This design comes from an exercise in tuning for small area and a short achievable clock period on the open sky130 flow, not from production work.
Only simulation tests tie the RTL to the original design; equivalence was not proved.
Power is estimated from default activity; no workload was simulated.

## xenon
Design multiply_accumulate, start of the top module:
module multiply_accumulate(
  clk,
  aresetn,
  reset,
  data,
  multi,
  result,
  overflow
);
Size: ~1,800 cells after synthesis, roughly 630 flip-flops, roughly 22,000 um^2 of cells after synthesis.
Settings: LEC_CHECK=0, CAP_MARGIN=20, CORE_MARGIN=2, CORE_UTILIZATION=60, CTS_BUF_LIST=sky130_fd_sc_hd__clkbuf_4 sky130_fd_sc_hd__clkbuf_8, SETUP_SLACK_MARGIN=2.0, SLEW_MARGIN=20; clock period 4.5 ns.
run.sh (not shown) runs the stock make flow with config.mk's settings and CLKGATE_MAP_FILE= SYNTH_SCRIPT=/design/flow/synth_recipe.tcl, a recipe that flattens the netlist after the stock synthesis.
### xenon -> raven
==> flow/flow/run.sh (new file) <==
#!/bin/bash
export BUFFER_PORTS_ARGS="-buffer_cell sky130_fd_sc_hd__buf_1"
bash standard.sh > standard.log 2>&1
==> flow/standard.sh (new file) <==
#!/bin/bash
# synth_recipe.tcl (not shown) runs the flow's synth.tcl, then flattens the netlist and writes it again
# the make line also repeats each setting of config.mk as NAME=value (left out here)
make -C /OpenROAD-flow-scripts/flow DESIGN_CONFIG=/design/flow/config.mk WORK_HOME=/design/flow/orfs CLKGATE_MAP_FILE= SYNTH_SCRIPT=/design/flow/synth_recipe.tcl "${@:-finish}"
--- a/flow/config.mk
+++ b/flow/config.mk
@@ -10,3 +10,6 @@
-export CORE_UTILIZATION = 60
-export CTS_BUF_LIST = sky130_fd_sc_hd__clkbuf_4 sky130_fd_sc_hd__clkbuf_8
-export SETUP_SLACK_MARGIN = 2.0
+export CORE_UTILIZATION = 65
+export CTS_BUF_LIST = sky130_fd_sc_hd__clkbuf_8
+export CTS_CLUSTER_DIAMETER = 60
+export CTS_CLUSTER_SIZE = 15
+export PLACE_DENSITY = 0.5
+export SETUP_SLACK_MARGIN = 2.2
@@ -13,0 +17 @@
+export TNS_END_PERCENT = 0
removed: flow/run.sh
Results
- On non-clock buffer count: raven sits below xenon.
- Diff xenon -> raven: tap cell instance count down about 4.3%, via count of the first global-routing pass -about 7%.
- Taking xenon as the reference point, the depth of the worst register-to-register path of raven rises by 1.
- Relative to xenon, combinational cell power has decreased by about 20% in raven.
- Of the two values seen for kind of path behind the tightest hold check, flip-flop to flip-flop was produced by xenon and primary input to async pin by raven.
- The run with more setup slack is xenon; raven has less.
- The worst hold slack of raven falls short of that of xenon by 0.069 ns.
- Looking only at initial antenna violation count, and setting everything else aside, the lower value of xenon and raven goes to raven.
### raven -> onyx
==> flow/flow/run.sh <==
#!/bin/bash
# The standard layout (standard.sh), with these changes to how it is made:
# - synthesis runs flow/synth.tcl: the standard flow's synthesis script, with ABC mapping
#   the logic for delay (flow/abc_delay.script);
# - Yosys does not map full/half adders to the library's fa/ha cells
#   (ADDER_MAP_FILE empty), so ABC maps that logic too;
# - port buffers are sky130_fd_sc_hd__buf_1, the smallest buffer.
export MY_FLOW_DIR=$PWD/flow
bash standard.sh "SYNTH_SCRIPT=$PWD/flow/synth.tcl" "ADDER_MAP_FILE=" \
  "BUFFER_PORTS_ARGS=-buffer_cell sky130_fd_sc_hd__buf_1" finish > standard.log 2>&1
==> flow/flow/abc_delay.script (new file) <==
&get -n
&st
&dch
&nf -D 1500
&put
buffer -c
topo
stime -c
upsize -c -D 1500
dnsize -c -D 1500
==> flow/flow/synth.tcl (new file) <==
# The standard flow's synthesis script (synth_recipe.tcl, which runs ORFS's synth.tcl) with
# one change: ABC maps the combinational logic with flow/abc_delay.script, a
# delay-driven script, instead of ORFS's abc_speed.script.  Registers are
# mapped before ABC runs and are not changed by it.
proc abc {args} {
  set i [lsearch -exact $args -script]
  if {$i >= 0} {
    set args [lreplace $args [expr {$i + 1}] [expr {$i + 1}] $::env(MY_FLOW_DIR)/abc_delay.script]
  }
  puts "flow/synth.tcl: abc $args"
  yosys abc {*}$args
}
source $::env(MY_FLOW_DIR)/../synth_recipe.tcl
--- a/flow/config.mk
+++ b/flow/config.mk
@@ -14,2 +14 @@
-export PLACE_DENSITY = 0.5
-export SETUP_SLACK_MARGIN = 2.2
+export SETUP_SLACK_MARGIN = 2.5
## What came out
onyx completed end to end with timing, DRC and antenna clean. From raven to onyx the numbers moved as follows: footprint of the multi-input gates went up by about 9%; time the final worst path needs with I/O delays and setup fell 0.11 ns; final critical-path setup slack now sits higher; die area up 830 um^2; worst slew margin relative to its limit +2.6 points. Compared to raven, the router laid down more metal wire for onyx. Delta (onyx minus raven): total via count in the routed design went up 1,418; synthesis-to-layout area growth lower.
Here is what was changed in the inputs of pepper compared with onyx.
==> flow/run.sh (new file) <==
#!/bin/bash
# synth_recipe.tcl (not shown) runs the flow's synth.tcl, then flattens the netlist and writes it again
# the make line also repeats each setting of config.mk as NAME=value (left out here)
make -C /OpenROAD-flow-scripts/flow DESIGN_CONFIG=/design/flow/config.mk WORK_HOME=/design/flow/orfs CLKGATE_MAP_FILE= SYNTH_SCRIPT=/design/flow/synth_recipe.tcl finish
--- a/flow/config.mk
+++ b/flow/config.mk
@@ -14 +14 @@
-export SETUP_SLACK_MARGIN = 2.5
+export SETUP_SLACK_MARGIN = 2.0
@@ -16 +16 @@
-export TNS_END_PERCENT = 0
+export TNS_END_PERCENT = 5
removed: flow/flow/run.sh
removed: flow/flow/abc_delay.script
removed: flow/flow/synth.tcl
removed: flow/standard.sh
Results
pd[0][29]$_DFF_P_ as the capturing instance or port of the critical path was reported by onyx, and result[30]$_DFF_PN0_ by pepper.
For the wire length on met2, pepper came in 3000 um lower than onyx did.
Changes observed in pepper relative to onyx: setup slack moved down; global-route met3 utilization has decreased.

re-timing with driven ports:
The flow's constraints put no driver on any port. The routed layouts listed below were extracted and timed again, unchanged, in two steps. Step 1 (the two cells are an assumption about what drives the block):
set clk [get_ports {clk}]
set_driving_cell -lib_cell sky130_fd_sc_hd__clkbuf_16 $clk
set_driving_cell -lib_cell sky130_fd_sc_hd__buf_2 [delete_from_list [all_inputs] $clk]
Step 2 times the ports against the registers' clock, not the clock port: input delays grow and output delays shrink by t, the midpoint of the rising clock arrivals with the driver on. a / b / c = ideal ports / drivers / drivers and shift; a / b = the first two.
| run | t (ns) | slack for setup (ns) | worst setup path at the end | clock arrival spread, ns | pins driven straight from the clock port |
|---|---|---|---|---|---|
| xenon | 0.682 | 1.899 / 1.899 / 1.757 | input to register | 0.031 / 0.031 | 1 |
| raven | 0.686 | 1.825 / 1.825 / 1.825 | register to register | 0.025 / 0.025 | 1 |
| onyx | 0.702 | 1.931 / 1.931 / 1.931 | register to register | 0.027 / 0.027 | 1 |
| pepper | 0.661 | 1.887 / 1.887 / 1.687 | input to register | 0.025 / 0.025 | 1 |
After both steps setup and hold are still met in every run listed. The setup slack of pepper, which loses most, moves by 0.000 ns with the drivers and by -0.200 ns with both steps.
